Context: an optimization exercise on an open-source flow, tuned for small area, a short achievable clock period and few clock cycles per item. The choices shown serve that exercise and are no tape-out recipe. In this exercise RTL edits were held to simulation tests only and were not proved equivalent to the original. Power is estimated from default activity; no workload was simulated.

## flow/design.v (module list and top-level ports; edited modules follow where they fit)
// module melendez_mult: 883 lines
// module mm_fa: 6 lines
// module mm_ha: 6 lines
// module mm_or: 5 lines
// module mm_han: 6 lines
// module mm_add: 393 lines
// module mm_pg: 6 lines
// module mm_inv: 5 lines
// module mm_blackp: 6 lines
// module mm_grayp: 5 lines
// module mm_blackn: 6 lines
// module mm_grayn: 5 lines
module melendez_mult (rst, clk, multiplier, multiplicand, product, done);
  // ...
==> flow/flow/run.sh <==
#!/bin/bash
set -euo pipefail
export BUFFER_PORTS_ARGS="-buffer_cell sky130_fd_sc_hd__buf_2"
bash standard.sh > standard_flow.log 2>&1
==> flow/standard.sh <==
#!/bin/bash
# synth_recipe.tcl (not shown) runs the flow's synth.tcl, then flattens the netlist and writes it again
# the make line also repeats each setting of config.mk as NAME=value (left out here)
make -C /OpenROAD-flow-scripts/flow DESIGN_CONFIG=/design/flow/config.mk WORK_HOME=/design/flow/orfs CLKGATE_MAP_FILE= SYNTH_SCRIPT=/design/flow/synth_recipe.tcl "${@:-finish}"
==> flow/config.mk <==
export PLATFORM = sky130hd
export DESIGN_NAME = melendez_mult
export DESIGN_NICKNAME = melendez_mult
export VERILOG_FILES = /design/flow/design.v
export SDC_FILE = /design/flow/constraint.sdc
export NUM_CORES = 4
export LEC_CHECK = 0
export CAP_MARGIN = 20
export CORE_MARGIN = 2
export CORE_UTILIZATION = 40
export CTS_BUF_LIST = sky130_fd_sc_hd__clkbuf_8
export SETUP_SLACK_MARGIN = 1.25
export SLEW_MARGIN = 20
export SYNTH_HIERARCHICAL = 1
export SYNTH_MINIMUM_KEEP_SIZE = 0
==> flow/constraint.sdc <==
create_clock -name core_clock -period 5.0 [get_ports {clk}]
set_input_delay 1.0000 -clock core_clock [delete_from_list [all_inputs] [get_ports {clk}]]
set_output_delay 1.0000 -clock core_clock [all_outputs]
set_load 0.01 [all_outputs]
==> results.txt, run 1 <==
Placed Cells: 1549
Clock tree from TritonCTS: yes
DR vias/cell: 5.11
Hold WS: 574 ps
Worst slack, placed: 910 ps
Crit-path cells: ha_4, a21oi_4, o21ai_4, a21oi_2, buf_4, o21ai_2, a21oi_4, inv_1, a21oi_2, xor2_1, buf_2
Critical path depth: 11
Final Hold Viols: 0
Slew Viols, Final: 0
Dpl hpwl: 23.2 mm
Power Dens Cells: 756 mW/mm2
Crit path buf inv count: 3
CTS clk-pin slew, worst paths: 110 ps
Skew final: 27.8 ps
R2R cell count: 6
Final WL: 31.2 mm
Tightest Pin Transition: 721 ps
Max FO, Critical Path: 3
Post-layout instance area: 0.0142 mm2
CTS hold repair buffers: 0
WS Path Type: reg -> out
Min-Delay Path Depth: 2
Post-CTS setup buffer count: 13
CTS buffer count: 17
Core Area: 0.0297 mm2
Max VDD drop: 0.000266 V
Residual DRC count: 0
Biggest regs: s_q (32), c_q (31), lo_q (28)
Chip height: 178 um
Commonest non-fill, non-tap cell in the layout: nand2_1
Status: finished clean
Routability Congestion: 0.818
Final setup violation count: 0
Met2 routed WL: 15.7 mm
Syn. warnings: 7
Testbench counts, summed over its fixed seeds: cycles 2,680, products 384.
==> run 2, diff against run 1 <==
--- a/flow/config.mk
+++ b/flow/config.mk
@@ -9,6 +9,5 @@
 export CORE_MARGIN = 2
 export CORE_UTILIZATION = 40
-export CTS_BUF_LIST = sky130_fd_sc_hd__clkbuf_8
-export SETUP_SLACK_MARGIN = 1.25
+export SETUP_SLACK_MARGIN = 1.0
 export SLEW_MARGIN = 20
 export SYNTH_HIERARCHICAL = 1
==> run 2 against run 1 <==
  * Still clean
  * Synthesized cell count is the same
  * Sequential power is 2% lower
  * Design area fell by 3.6%
  * Synthesized area stayed put
  * Combinational power decreased by 11%
  * Via count is 2.1% lower
  * Count of clock-buffer cells in the layout unchanged
  * Worst setup slack worse by 180 ps
  * Sequential share of layout area up 0.89 points
  * Register-to-register slack got worse by 20 ps
  * Global-route usage is 0.46 points lower
  * Die area did not move
  * Critical path type unchanged
  * Largest cell class unchanged
==> results.txt, run 2 <==
Final antenna-violating net count: 0
Hold Path Class: reg -> reg
Final WL: 30.0 mm (-3.9%)
Root buf cell: clkbuf_16
DRT iter0 DRCs: 502
Data required time of the worst path: 4000 ps
Ant diodes: 0
Final Hold Viols: 0 (unchanged)
Commonest non-fill, non-tap cells in the layout: nand2_1, fa_1, buf_2
Initial antenna violation count: 0
Crit path max-delay cell type: edfxtp_1
I/O pin cnt: 131
Reg2reg start: first_q$_DFF_P_
Clock tree from TritonCTS: yes
Placed Cells: 1549 (unchanged)
Comb pwr share: 67.6%
Peak Freq: 0.257 GHz
Largest net degree at the start of global routing: 66
Port bufs: 130
Area delta synth->final: 13.2%
Register share of total power: 20.1%
Slew Viols, Final: 0 (unchanged)
All-layer global routing usage: 20.3%
Clk network pwr share: 12.4%
Std cell rows: 63
CTS Sinks: 118
Crit end category: primary output
Max reg flops: 32
Initial Utilization: 40.7%
CP startpoint kind: flop
Dpl hpwl: 23.1 mm (-0.47%)
Max cap viols: 0
Biggest regs: s_q (32), c_q (31), lo_q (28)
HP Start: cnt[1]$_SDFFE_PP0N_
Cell Area, Synth: 0.0121 mm2
Synthesized instance count: 1050
Clk buf depth: 2
Syn Nets: 1389
Finished Layout Cells: 1584
Internal: 0.00533 W
Hold endpoint: cnt[1]$_SDFFE_PP0N_
Tightest Pin Transition: 717 ps (-3.27 ps)
Clk Latency, worst-skew pair: 430 ps
Area of the die: 0.0316 mm2
Max VDD drop: 0.000325 V (+22%)
CTS buffer count: 17 (unchanged)
Core Area: 0.0297 mm2 (unchanged)
Switch Pwr: 0.00482 W
Residual DRC count: 0 (unchanged)
Chip height: 178 um (unchanged)
Syn. warnings: 7 (unchanged)
Fin nets: 1520
Top delay family on crit path: simple AND/OR/NAND/NOR gates
RSZ-0062 raised after global routing: yes
Most flops, register: s_q
CP max stage delay: 410 ps
Switching part of the total power: 47.5%
CTS H-Tree Depth: 4
Status: finished clean
Power Dens Cells: 742 mW/mm2 (-1.8%)
Number of global-route vias before repair: 8830
Routability Congestion: 0.810 (-0.92%)
R2r setup slk: 1440 ps
Routed WL per cell: 19.0 um
WP data arrival: 2880 ps
Crit-path cells: ha_1, nand2_1, nor2_1, nand2_1, o21ai_2, a21oi_2, inv_1, a21oi_2, xor2_1, buf_2
Final setup violation count: 0 (unchanged)
Via count: 8049
Max FO, Critical Path: 3 (unchanged)
First drt pass iteration count: 5
First-pass GRT wire length: 48.3 mm
CTS clk-pin slew, worst paths: 70 ps (-40 ps)
Setup_tns: 0 ps
Period utilization: 77.7%
Rel. slew slack: 52.0%
DR vias/cell: 5.08 (-0.52%)
R2R cell count: 6 (unchanged)
Chip width: 178 um
LEAKAGE: 5.10 nW
GRT overflow: 0
WS Path Type: reg -> out
Tmin final: 3880 ps
Crit path buf inv count: 2 (-1)
Commonest non-fill, non-tap cell in the layout: nand2_1
Skew final: 15.5 ps (-12.3 ps)
Ratio of cells with drive above 1 in the final layout: 22.9%
Avg Cell Area, Syn: 11.5 um2
CTS hold repair buffers: 0 (unchanged)
Min-Delay Path Depth: 2 (unchanged)
Critical R2R Capture: s_q[15]$_DFFE_PN_
run 2: cell types whose count changed in the layout (fill, tap and decap cells not counted), sizes merged:
cell and change:
inv -1, clkinv +3, clkinvlp -2, buf -25
run 2: worst min-delay path, cell delays in order (launching register included):
cell	delay, ps
dfxtp_1	340
mux2i_1	130
nor2_1	50
run 2: power by group through the flow:
stage | logic, W | clock network [W] | registers (W)
after floorplan | 0.00476 | 0 | 0.00199
after global placement | 0.00664 | 0 | 0.00206
after detailed placement | 0.00683 | 0 | 0.00206
after CTS | 0.00688 | 0.00128 | 0.00205
after global routing | 0.00775 | 0.00132 | 0.00208
final | 0.00686 | 0.00125 | 0.00204
run 2: per-stage QoR:
stage | hold WS, ps | setup WS [ps] | util, % | power (W) | area, um2
final | 572 | 1120 | 46.0 | 0.0101 | 13700
after global routing | 630 | 901 | 46.0 | 0.0111 | 13700
after CTS | 579 | 999 | 45.8 | 0.0102 | 13600
after detailed placement | 570 | 933 | 43.7 | 0.00890 | 13000
after global placement | 552 | 942 | 43.7 | 0.00871 | 13000
after floorplan | 518 | 1030 | - | 0.00675 | 12100
run 2: how the worst max path moves through the flow:
| stage | from | endpoint | slack, ps | cells past startpoint |
|---|---|---|---|---|
| floorplan | first_q$_DFF_P_ | s_q[0]$_DFFE_PN_ | 1030 | 8 |
| global placement | multiplier[1] | s_q[0]$_DFFE_PN_ | 940 | 7 |
| detailed placement | multiplier[1] | s_q[16]$_DFFE_PN_ | 930 | 7 |
| CTS | pa_q[0]$_DFFE_PN_ | product[58] | 1000 | 10 |
| global route | pb_q[3]$_DFFE_PN_ | product[54] | 900 | 10 |
| finish | pa_q[3]$_DFFE_PN_ | product[54] | 1120 | 10 |
run 2: timing repair:
action	4_1_cts	5_1_grt
setup endpoints to repair	2	7
resized for setup	2	7
buffers inserted	0	3
pin swaps	0	2
hold endpoints to repair	0	0
run 2: final cells by class:
type	count	area [um2]
Clock buffer	17	425
Inverter	90	339
Tap cell	390	488
Clock inverter	15	179
Timing Repair Buffer	136	696
Sequential cell	118	3420
Fill cell	2756	16000
Multi-Input combinational cell	818	8130
run 2: metal layers:
metal	part of all wire, %	routed length (um)	GRT usage [%]
met4	1.8	550	5.84
met5	0	0	0
met1	44	13200	27.3
met3	5.3	1590	3.26
met2	49	14700	33.9
==> run 3, diff against run 2 <==
--- a/flow/config.mk
+++ b/flow/config.mk
@@ -9,5 +9,5 @@
 export CORE_MARGIN = 2
 export CORE_UTILIZATION = 40
-export SETUP_SLACK_MARGIN = 1.0
+export SETUP_SLACK_MARGIN = 1.5
 export SLEW_MARGIN = 20
 export SYNTH_HIERARCHICAL = 1
==> run 3 against run 2 <==
  * Largest cell class unchanged
  * Flip-flop and latch count unchanged
  * Utilization increased by 5.9 points
  * Synthesized cell count unchanged
  * Highest routed layer is now met5
  * Non-clock buffer count increased by 46
  * Combinational power increased by 27%
  * Critical path type unchanged
==> results.txt, run 3 <==
Status: finished clean
Post-layout util: 52.0% (+5.9 points)
Crit-path cells: ha_4, a21oi_4, o21ai_2, a21oi_4, o21ai_4, a21oi_2, inv_1, a21oi_2, xor2_2, buf_2
Biggest regs: s_q (32), c_q (31), lo_q (28)
Crit end category: primary output
DR vias/cell: 5.40 (+6.3%)
Residual DRC count: 0 (unchanged)
Reg2reg start: first_q$_DFF_P_
LEAKAGE: 5.62 nW (+10%)
Syn. warnings: 7 (unchanged)
Routability Congestion: 0.814 (+0.39%)
Tightest Pin Transition: 776 ps (+58.9 ps)
Crit path buf inv count: 2 (unchanged)
R2r setup slk: 1540 ps (+100 ps)
Syn Nets: 1389 (unchanged)
Switch Pwr: 0.00573 W (+19%)
Ant diodes: 0 (unchanged)
Port bufs: 130 (unchanged)
Switching part of the total power: 47.3% (-0.15 points)
Max cap viols: 0 (unchanged)
Max reg flops: 32 (unchanged)
Hold Path Class: reg -> reg
RSZ-0062 raised after global routing: yes
Max VDD drop: 0.000421 V (+30%)
Dpl hpwl: 23.4 mm (+1.3%)
CP max stage delay: 450 ps (+40 ps)
Min-Delay Path Depth: 2 (unchanged)
Clk Latency, worst-skew pair: 430 ps (about the same)
Most flops, register: s_q
Crit path max-delay cell type: edfxtp_1
DRT iter0 DRCs: 789 (+57%)
Critical R2R Capture: s_q[23]$_DFFE_PN_
Peak Freq: 0.269 GHz (+4.4%)
Initial Utilization: 40.7% (unchanged)
Hold WS: 565 ps (-6.58 ps)
Final setup violation count: 0 (unchanged)
Root buf cell: clkbuf_16
Period utilization: 74.4% (-3.3 points)
Initial antenna violation count: 1 (+1)
Commonest non-fill, non-tap cells in the layout: nand2_1, fa_1, buf_2
Fin nets: 1585 (+4.3%)
Synthesized instance count: 1050 (unchanged)
Final WL: 38.5 mm (+28%)
Max FO, Critical Path: 3 (unchanged)
Chip height: 178 um (unchanged)
Via count: 8910 (+11%)
Rel. slew slack: 48.2% (-3.8 points)
Area delta synth->final: 27.8%
HP Start: cnt[1]$_SDFFE_PP0N_
Clk network pwr share: 10.3% (-2.1 points)
Cell Area, Synth: 0.0121 mm2 (unchanged)
Ratio of cells with drive above 1 in the final layout: 38.0% (+15 points)
Final Hold Viols: 0 (unchanged)
Clk buf depth: 2 (unchanged)
Data required time of the worst path: 4000 ps (about the same)
CTS buffer count: 17 (unchanged)
First-pass GRT wire length: 51.6 mm (+6.8%)
Hold endpoint: cnt[1]$_SDFFE_PP0N_
Largest net degree at the start of global routing: 66 (unchanged)
Design Power: 0.0121 W (+19%)
CTS H-Tree Depth: 4 (unchanged)
Clock tree from TritonCTS: yes
GRT overflow: 0 (unchanged)
Routed WL per cell: 23.3 um (+23%)
Tmin final: 3720 ps (-165 ps)
CTS Sinks: 118 (unchanged)
Avg Cell Area, Syn: 11.5 um2 (unchanged)
Final antenna-violating net count: 0 (unchanged)
Chip width: 178 um (unchanged)
CP startpoint kind: flop
WP data arrival: 2720 ps (-160 ps)
WS Path Type: reg -> out
Area of the die: 0.0316 mm2 (unchanged)
Commonest non-fill, non-tap cell in the layout: nand2_1
All-layer global routing usage: 22.0% (+1.7 points)
Top delay family on crit path: compound AO/OA/AOI/OAI gates
R2R cell count: 8 (+2)
Setup_tns: 0 ps (unchanged)
First drt pass iteration count: 5 (unchanged)
Slew Viols, Final: 0 (unchanged)
Internal: 0.00638 W (+20%)
Std cell rows: 63 (unchanged)
Number of global-route vias before repair: 9222 (+4.4%)
Power Dens Cells: 784 mW/mm2 (+5.7%)
Core Area: 0.0297 mm2 (unchanged)
Skew final: 13.1 ps (-2.45 ps)
I/O pin cnt: 131 (unchanged)
Comb pwr share: 71.8% (+4.2 points)
Register share of total power: 17.9% (-2.2 points)
CTS clk-pin slew, worst paths: 70 ps (about the same)
run 3: power by group through the flow:
stage | Combinational [W] | Clock, W | Sequential [W]
CTS | 0.00793 | 0.00127 | 0.00211
finish | 0.00870 | 0.00125 | 0.00216
floorplan | 0.00479 | 0 | 0.00199
global placement | 0.00670 | 0 | 0.00206
detailed placement | 0.00691 | 0 | 0.00206
global route | 0.00953 | 0.00131 | 0.00219
run 3: worst min-delay path, delay by kind of cell (launching register included):
family | cells | cell delay, ps
flops | 1 | 340
mux | 1 | 130
simple gates | 1 | 50
run 3: cell type report:
class / instances / area (um2)
Tap cell: 390 / 488
Timing Repair Buffer: 182 / 1140
Clock inverter: 15 / 154
Clock buffer: 17 / 425
Inverter: 90 / 339
Sequential cell: 118 / 3430
Fill cell: 2543 / 14300
Multi-Input combinational cell: 837 / 9470
run 3: worst max-delay path by stage:
stage | startpoint | endpoint | slack, ps | cells after the start
2_1_floorplan | multiplier[0] | s_q[10]$_DFFE_PN_ | 1330 | 7
3_3_place_gp | multiplier[4] | s_q[22]$_DFFE_PN_ | 970 | 7
3_5_place_dp | multiplier[4] | s_q[15]$_DFFE_PN_ | 910 | 7
4_1_cts | pa_q[0]$_DFFE_PN_ | product[60] | 1330 | 11
5_1_grt | s_q[1]$_DFFE_PN_ | product[50] | 1200 | 11
6_report | s_q[3]$_DFFE_PN_ | product[56] | 1280 | 10
run 3: per-stage QoR:
| step | area (um2) | std cells | setup WS, ps |
|---|---|---|---|
| after CTS | 14600 | 1611 | 1330 |
| final | 15400 | 1649 | 1280 |
| after detailed placement | 13100 | 1548 | 911 |
| after global placement | 13100 | 1548 | 973 |
| after floorplan | 12200 | 1050 | 1330 |
| after global routing | 15400 | 1649 | 1200 |
run 3: layer usage:
layer	global-route usage (%)	up-vias	wire length, um
li1	-	3794	-
met1	28.4	4628	15300
met2	37.2	402	19000
met3	4.73	84	3070
met4	6.42	2	1150
met5	0	-	6
run 3: what timing repair did:
action                                  CTS  global route
gates cloned                              2            17
resized for setup                       104            80
endpoints found under the setup margin   65            56
setup buffers                            29            21
hold buffers                              0             0
pin swaps                                40            62
==> run 4, diff against run 3 <==
--- a/flow/config.mk
+++ b/flow/config.mk
@@ -9,5 +9,5 @@
 export CORE_MARGIN = 2
 export CORE_UTILIZATION = 40
-export SETUP_SLACK_MARGIN = 1.5
+export SETUP_SLACK_MARGIN = 1.25
 export SLEW_MARGIN = 20
 export SYNTH_HIERARCHICAL = 1
==> run 4 against run 3 <==
  * Still clean on timing, DRC and antenna
  * First-iteration DRC count decreased by 35%
  * Clock skew rose by 4.9 ps
  * Largest cell class unchanged
  * Die area unchanged
  * Register-to-register slack got worse by 90 ps
==> results.txt, run 4 <==
First-pass GRT wire length: 49.2 mm (-4.7%)
Clk buf depth: 2 (unchanged)
Switching part of the total power: 47.2% (-0.17 points)
Chip width: 178 um (unchanged)
Syn Nets: 1389 (unchanged)
CP max stage delay: 430 ps (-20 ps)
Initial Utilization: 40.7% (unchanged)
Area delta synth->final: 18.0%
WS Path Type: reg -> out
R2r setup slk: 1450 ps (-90 ps)
Final WL: 31.3 mm (-19%)
GRT overflow: 0 (unchanged)
Status: finished clean
Clk network pwr share: 11.4% (+1.1 points)
Final Hold Viols: 0 (unchanged)
Placed inst area: 0.0130 mm2 (-0.75%)
Clk Latency, worst-skew pair: 430 ps (about the same)
Commonest non-fill, non-tap cell in the layout: nand2_1
Crit end category: primary output
Commonest non-fill, non-tap cells in the layout: nand2_1, fa_1, buf_2
Switch Pwr: 0.00512 W (-11%)
Biggest regs: s_q (32), c_q (31), lo_q (28)
Initial antenna violation count: 0 (-1)
Routed WL per cell: 19.5 um (-16%)
Avg Cell Area, Syn: 11.5 um2 (unchanged)
Max reg flops: 32 (unchanged)
Power Dens Cells: 762 mW/mm2 (-2.9%)
Port bufs: 130 (unchanged)
Dpl hpwl: 23.2 mm (-0.86%)
Ratio of cells with drive above 1 in the final layout: 27.8% (-10 points)
Synthesized instance count: 1050 (unchanged)
CTS clk-pin slew, worst paths: 60 ps (about the same)
Cell Area, Synth: 0.0121 mm2 (unchanged)
Data required time of the worst path: 4000 ps (about the same)
Tmin final: 3670 ps (-53.1 ps)
All-layer global routing usage: 20.6% (-1.3 points)
Chip height: 178 um (unchanged)
RSZ-0062 raised after global routing: yes
Critical Path Start: pb_q[0]$_DFFE_PN_
Ant diodes: 0 (unchanged)
CTS hold repair buffers: 0 (unchanged)
Setup_tns: 0 ps (unchanged)
R2R cell count: 6 (-2)
I/O pin cnt: 131 (unchanged)
Comb pwr share: 69.4% (-2.4 points)
Root buf cell: clkbuf_16
Max FO, Critical Path: 4 (+1)
Post-layout instance area: 0.0143 mm2 (-7.7%)
Critical R2R Capture: s_q[0]$_DFFE_PN_
Std cell rows: 63 (unchanged)
Min-Delay Path Depth: 2 (unchanged)
Reg2reg start: first_q$_DFF_P_
Fin nets: 1539 (-2.9%)
Filler instances: 2675 (+5.2%)
Placed Cells: 1549 (+0.065%)
Finished Layout Cells: 1603 (-2.8%)
Crit-path cells: ha_4, a21oi_4, o21ai_2, buf_4, a21oi_4, inv_2, a21oi_4, inv_2, a21oi_2, xor2_1, buf_2
Register share of total power: 19.2% (+1.3 points)
Crit path max-delay cell type: edfxtp_1
Top cell by count, worst path: a21oi_4
Period utilization: 73.3% (-1.1 points)
Hold Path Class: reg -> reg
Max VDD drop: 0.000366 V (-13%)
Max cap viols: 0 (unchanged)
Clock tree from TritonCTS: yes
CTS buffer count: 17 (unchanged)
Area of the die: 0.0316 mm2 (unchanged)
CTS H-Tree Depth: 4 (unchanged)
Most flops, register: s_q
Skew final: 18.0 ps (+4.93 ps)
Syn. warnings: 7 (unchanged)
Tightest Pin Transition: 699 ps (-77.3 ps)
CTS Sinks: 118 (unchanged)
Setup crit end: product[52]
Core Area: 0.0297 mm2 (unchanged)
First drt pass iteration count: 5 (unchanged)
Largest net degree at the start of global routing: 42 (-36%)
Rel. slew slack: 53.2% (+5.0 points)
DRT iter0 DRCs: 515 (-35%)
Residual DRC count: 0 (unchanged)
Final setup violation count: 0 (unchanged)
Number of global-route vias before repair: 9063 (-1.7%)
Peak Freq: 0.273 GHz (+1.4%)
Via count: 8193 (-8.0%)
WP data arrival: 2670 ps (-50 ps)
CP startpoint kind: flop
Hold WS: 570 ps (+4.93 ps)
LEAKAGE: 5.24 nW (-6.7%)
Slew Viols, Final: 0 (unchanged)
DR vias/cell: 5.11 (-5.4%)
Final antenna-violating net count: 0 (unchanged)
Routability Congestion: 0.818 (+0.53%)
Internal: 0.00574 W (-10%)
## run 4: area by class of cell
type	instances	area, um2	share of cell area, %
inverter	90	339	2.38
clock buffer	17	425	2.98
multi-input combinational	818	8590	60.2
sequential	118	3430	24.0
clock inverter	15	151	1.06
tap	390	488	3.42
timing repair buffer	155	842	5.90
## run 4: power by group through the flow
stage	clock network [W]	logic (W)	registers (W)
4_1_cts	0.00126	0.00712	0.00206
6_report	0.00124	0.00754	0.00209
2_1_floorplan	0	0.00476	0.00199
5_1_grt	0.00129	0.00846	0.00212
3_3_place_gp	0	0.00667	0.00206
3_5_place_dp	0	0.00687	0.00206
## run 4: how the worst min path moves through the flow
stage                                    from                  end
after global routing      cnt[1]$_SDFFE_PP0N_  cnt[1]$_SDFFE_PP0N_
final                     cnt[1]$_SDFFE_PP0N_  cnt[1]$_SDFFE_PP0N_
after CTS                 cnt[1]$_SDFFE_PP0N_  cnt[1]$_SDFFE_PP0N_
after floorplan           cnt[1]$_SDFFE_PP0N_  cnt[1]$_SDFFE_PP0N_
after detailed placement  cnt[1]$_SDFFE_PP0N_  cnt[1]$_SDFFE_PP0N_
after global placement    cnt[1]$_SDFFE_PP0N_  cnt[1]$_SDFFE_PP0N_
## run 4: repair_timing
action,4_1_cts,5_1_grt
endpoints found under the setup margin,74,45
hold endpoints to repair,0,0
buffers inserted,6,16
pin swaps,4,38
gates resized for setup,22,57
## run 4: metal layers
metal	global-route usage, %	routed length (um)	vias to the layer above
met3	3.45	1160	31
met5	0	0	-
met2	34.7	15700	190
li1	-	-	3675
met1	27.7	14000	4297
met4	5.53	463	0
## run 4: per-stage QoR
stage | worst slack [ps] | utilization (%) | total power, W
final | 1330 | 48.0 | 0.0109
after floorplan | 1330 | - | 0.00675
after CTS | 1160 | 46.3 | 0.0104
after global routing | 1230 | 48.0 | 0.0119
after global placement | 923 | 43.7 | 0.00874
after detailed placement | 910 | 43.7 | 0.00893
## run 4: critical path: cells and delay by family, from the launching register on
kind	cells	cell delay [ps]
adder cells (fa/ha/maj)	1	280
XOR/XNOR	1	260
AO/OA/AOI/OAI	5	800
flip-flops	1	430
buffers and inverters	4	470
==> run 5, diff against run 4 <==
==> flow/flow/run.sh (replaced) <==
#!/bin/bash
set -euo pipefail
export BUFFER_PORTS_ARGS="-buffer_cell sky130_fd_sc_hd__buf_2"
bash standard.sh synth > flow_synth.log 2>&1
odb=orfs/results/sky130hd/melendez_mult/base/1_synth.odb
openroad -no_init -exit flow/downsize.tcl > flow_downsize.log 2>&1
bash standard.sh > flow_layout.log 2>&1
==> flow/flow/downsize.tcl (new file) <==
# Set every logic gate of the synthesized netlist to the smallest drive strength of
# its family (flip-flops, adders, buffers, inverters and tie cells are left alone).
set odb orfs/results/sky130hd/melendez_mult/base/1_synth.odb
read_db $odb
set db [ord::get_db]
set block [ord::get_db_block]
set n 0
set before 0.0
set after 0.0
foreach inst [$block getInsts] {
  set m [$inst getMaster]
  set name [$m getName]
  if {![regexp {^(sky130_fd_sc_hd__([a-z0-9]+))_([0-9]+)$} $name -> base fam drive]} { continue }
  if {[regexp {^(buf|inv|clkbuf|clkinv|clkinvlp|dfxtp|edfxtp|dfxbp|dfrtp|dfstp|fa|ha|conb|dlygate|clkdlybuf|dlymetal|bufbuf|lpflow|tap|fill|decap|mux2i|mux2)} $fam]} { continue }
  set best ""
  foreach d {1 0} {
    set cand [$db findMaster ${base}_$d]
    if {$cand != "NULL"} { set best $cand; break }
  }
  if {$best == "" || [$best getName] == $name} { continue }
  set before [expr {$before + [$m getWidth] * [$m getHeight] / 1e6}]
  set after [expr {$after + [$best getWidth] * [$best getHeight] / 1e6}]
  if {[$inst swapMaster $best]} { incr n }
}
puts "downsized $n instances: area $before -> $after um2"
write_db $odb
==> run 5 against run 4 <==
  * Count of clock-buffer cells in the layout unchanged
  * Combinational power down 7.8%
  * Clock skew decreased by 1.3 ps
  * Clock power barely moved
  * Fmax down 1.9%
  * Critical path depth down 1
  * Sequential share of layout area up 0.91 points
  * Cell count decreased by 0.69%
  * Die area shrank 2.8%
  * Synthesized cell count is the same
==> results.txt, run 5 <==
Status: finished clean
Hold WS: 568 ps (-2.19 ps)
Clk network pwr share: 11.9% (+0.5 points)
Storage element area: 0.00342 mm2 (about the same)
Top delay family on crit path: compound AO/OA/AOI/OAI gates
Max FO, Critical Path: 3 (-1)
Syn. warnings: 7 (unchanged)
CP max stage delay: 460 ps (+30 ps)
Hold Path Class: reg -> reg
Clk Latency, worst-skew pair: 420 ps (about the same)
Finished Layout Cells: 1592 (-0.69%)
Max cap viols: 0 (unchanged)
Post-layout instance area: 0.0137 mm2 (-3.7%)
Max VDD drop: 0.000350 V (-4.3%)
Crit path buf inv count: 2 (-2)
Power Dens Cells: 744 mW/mm2 (-2.3%)
Crit path max-delay cell type: edfxtp_1
Residual DRC count: 0 (unchanged)
Crit-path cells: ha_4, a21oi_2, o21ai_1, a21oi_2, o21ai_1, a21oi_2, inv_1, a21oi_1, xor2_1, buf_2
Tightest Pin Transition: 766 ps (+66.9 ps)
CTS buffer count: 17 (unchanged)
CTS Sinks: 118 (unchanged)
Rel. slew slack: 48.9% (-4.3 points)
Initial Utilization: 40.8% (+0.11 points)
Chip width: 175 um (-1.4%)
Core Area: 0.0288 mm2 (-3.2%)
Period utilization: 74.7% (+1.4 points)
LEAKAGE: 5.14 nW (-2.0%)
Peak Freq: 0.268 GHz (-1.9%)
Cell Area, Synth: 0.0117 mm2 (-2.9%)
Root buf cell: clkbuf_16
Crit end category: primary output
Busiest grt layer: met2
Register share of total power: 20.1% (+0.9 points)
Slew Viols, Final: 0 (unchanged)
R2r setup slk: 1470 ps (+20 ps)
GR Util met2: 34.9% (+0.28 points)
Ratio of cells with drive above 1 in the final layout: 21.1% (-6.7 points)
Biggest regs: s_q (32), c_q (31), lo_q (28)
Clock tree from TritonCTS: yes
I/O pin cnt: 131 (unchanged)
Placed inst area: 0.0126 mm2 (-2.8%)
Clk buf depth: 2 (unchanged)
Final WL: 30.1 mm (-3.8%)
WP data arrival: 2740 ps (+70 ps)
Placed Cells: 1542 (-0.45%)
Fin nets: 1534 (-0.32%)
Largest net degree at the start of global routing: 66 (+57%)
Met1 GRT Util: 26.4% (-1.3 points)
Routed WL per cell: 18.9 um (-3.1%)
Std cell rows: 62 (-1.6%)
Ant diodes: 0 (unchanged)
Switching part of the total power: 46.7% (-0.50 points)
Area of the die: 0.0307 mm2 (-2.8%)
CP startpoint kind: flop
First-pass GRT wire length: 48.0 mm (-2.3%)
Skew final: 16.8 ps (-1.27 ps)
Commonest non-fill, non-tap cell in the layout: nand2_1
Final antenna-violating net count: 0 (unchanged)
HP Start: cnt[1]$_SDFFE_PP0N_
Filler instances: 2645 (-1.1%)
Switch Pwr: 0.00477 W (-6.9%)
Setup_tns: 0 ps (unchanged)
Top cell by count, worst path: a21oi_2
Max reg flops: 32 (unchanged)
WS Path Type: reg -> out
Syn Nets: 1389 (unchanged)
Global-route met3 utilization: 4.85% (+1.4 points)
Final setup violation count: 0 (unchanged)
Data required time of the worst path: 4000 ps (about the same)
Final Hold Viols: 0 (unchanged)
Routability Congestion: 0.859 (+5.0%)
Critical R2R Capture: s_q[19]$_DFFE_PN_
CTS H-Tree Depth: 4 (unchanged)
Commonest non-fill, non-tap cells in the layout: nand2_1, fa_1, buf_2
Reg2reg start: first_q$_DFF_P_
Via count: 8118 (-0.92%)
Port bufs: 130 (unchanged)
Synthesized instance count: 1050 (unchanged)
R2R cell count: 6 (unchanged)
RSZ-0062 raised after global routing: yes
First drt pass iteration count: 5 (unchanged)
Internal: 0.00545 W (-5.0%)
Area delta synth->final: 17.0%
Min-Delay Path Depth: 2 (unchanged)
Dpl hpwl: 22.5 mm (-3.0%)
Hold endpoint: cnt[1]$_SDFFE_PP0N_
Chip height: 175 um (-1.4%)
All-layer global routing usage: 20.6% (-0.043 points)
Number of global-route vias before repair: 8924 (-1.5%)
DRT iter0 DRCs: 576 (+12%)
Comb pwr share: 68.0% (-1.4 points)
Design Power: 0.0102 W (-5.9%)
Most flops, register: s_q
DR vias/cell: 5.10 (-0.23%)
Initial antenna violation count: 0 (unchanged)
Multi-input logic area: 0.00811 mm2 (-5.6%)
Avg Cell Area, Syn: 11.2 um2 (-2.9%)
GRT overflow: 0 (unchanged)
Tmin final: 3740 ps (+72.0 ps)
CTS clk-pin slew, worst paths: 70 ps (about the same)
==> run 5: stage by stage <==
stage | utilization [%] | setup slack, ps
2_1_floorplan | - | 1330
3_3_place_gp | 43.9 | 948
3_5_place_dp | 43.9 | 939
4_1_cts | 47.0 | 1240
5_1_grt | 47.7 | 1140
6_report | 47.7 | 1260
==> run 5: final cells by class <==
class | count | share of cell area [%]
timing repair buffer | 150 | 5.83
clock inverter | 15 | 1.11
tap | 384 | 3.50
inverter | 90 | 2.47
sequential | 118 | 24.9
multi-input combinational | 818 | 59.1
clock buffer | 17 | 3.10
==> run 5: power by group through the flow <==
stage                     registers [W]  logic (W)  clock network (W)
after floorplan                 0.00199    0.00426                  0
after global routing            0.00209    0.00787            0.00128
after detailed placement        0.00205    0.00633                  0
after global placement          0.00205    0.00614                  0
final                           0.00205    0.00695            0.00121
after CTS                       0.00206    0.00672            0.00124
==> run 5: worst max-delay path by stage <==
| stage | startpoint | to | cells past startpoint |
|---|---|---|---|
| 6_report | s_q[5]$_DFFE_PN_ | product[56] | 10 |
| 5_1_grt | s_q[4]$_DFFE_PN_ | product[44] | 8 |
| 4_1_cts | pb_q[1]$_DFFE_PN_ | product[56] | 10 |
| 3_5_place_dp | pa_q[0]$_DFFE_PN_ | product[58] | 10 |
| 3_3_place_gp | pa_q[0]$_DFFE_PN_ | product[58] | 10 |
| 2_1_floorplan | multiplier[0] | s_q[0]$_DFFE_PN_ | 7 |
==> run 5: timing repair <==
item                                    4_1_cts  5_1_grt
endpoints found under the setup margin       23       17
gates resized for setup                      43       34
hold buffers                                  0        0
pin swaps                                    18       15
setup buffers                                 9        9
gates cloned                                  0        0
==> run 5: worst reg2reg max path, stage by stage (launching register included) <==
cell	delay, ps
dfxtp_2	480
buf_4	520
or2_1	300
fa_1	450
fa_1	520
fa_1	590
fa_1	420
==> run 5: routing by layer <==
metal  up-vias  wire (um)
met5         -          0
met4         0        507
met3        28       1940
met2       288      15100
met1      4139      12600
li1       3663          -

-- afterwards: timing with drivers on the ports --
Ports are ideal in the flow. The routed layouts listed here were re-timed in OpenROAD. Step 1 assumes that a clkbuf_16 drives the clock port and a buf_2 every other input. Step 2, shift: input delay + t, output delay - t, t = (earliest + latest rising clock arrival at the registers) / 2. This alone moves slack from input paths to output paths. Slacks: ideal ports / drivers / drivers and shift; pairs: ideal ports / drivers.
| run | shift t [ns] | setup slack, ns | worst hold slack (ns) | worst setup path at the end | worst data-port slew with drivers (ns) |
|---|---|---|---|---|---|
| run 1 | 0.503 | 1.292 / 1.246 / 0.999 | 0.574 / 0.574 / 0.574 | input to register | 0.04 |
| run 2 | 0.473 | 1.116 / 1.067 / 0.894 | 0.572 / 0.572 / 0.572 | input to register | 0.04 |
| run 3 | 0.475 | 1.282 / 1.234 / 1.045 | 0.565 / 0.565 / 0.565 | input to register | 0.04 |
| run 4 | 0.474 | 1.335 / 1.284 / 0.990 | 0.570 / 0.570 / 0.570 | input to register | 0.04 |
| run 5 | 0.464 | 1.263 / 1.215 / 0.947 | 0.568 / 0.568 / 0.568 | input to register | 0.04 |
After both steps setup and hold are still met in every run listed. The setup slack of run 4, which loses most, moves by -0.051 ns with the drivers and by -0.345 ns with both steps.
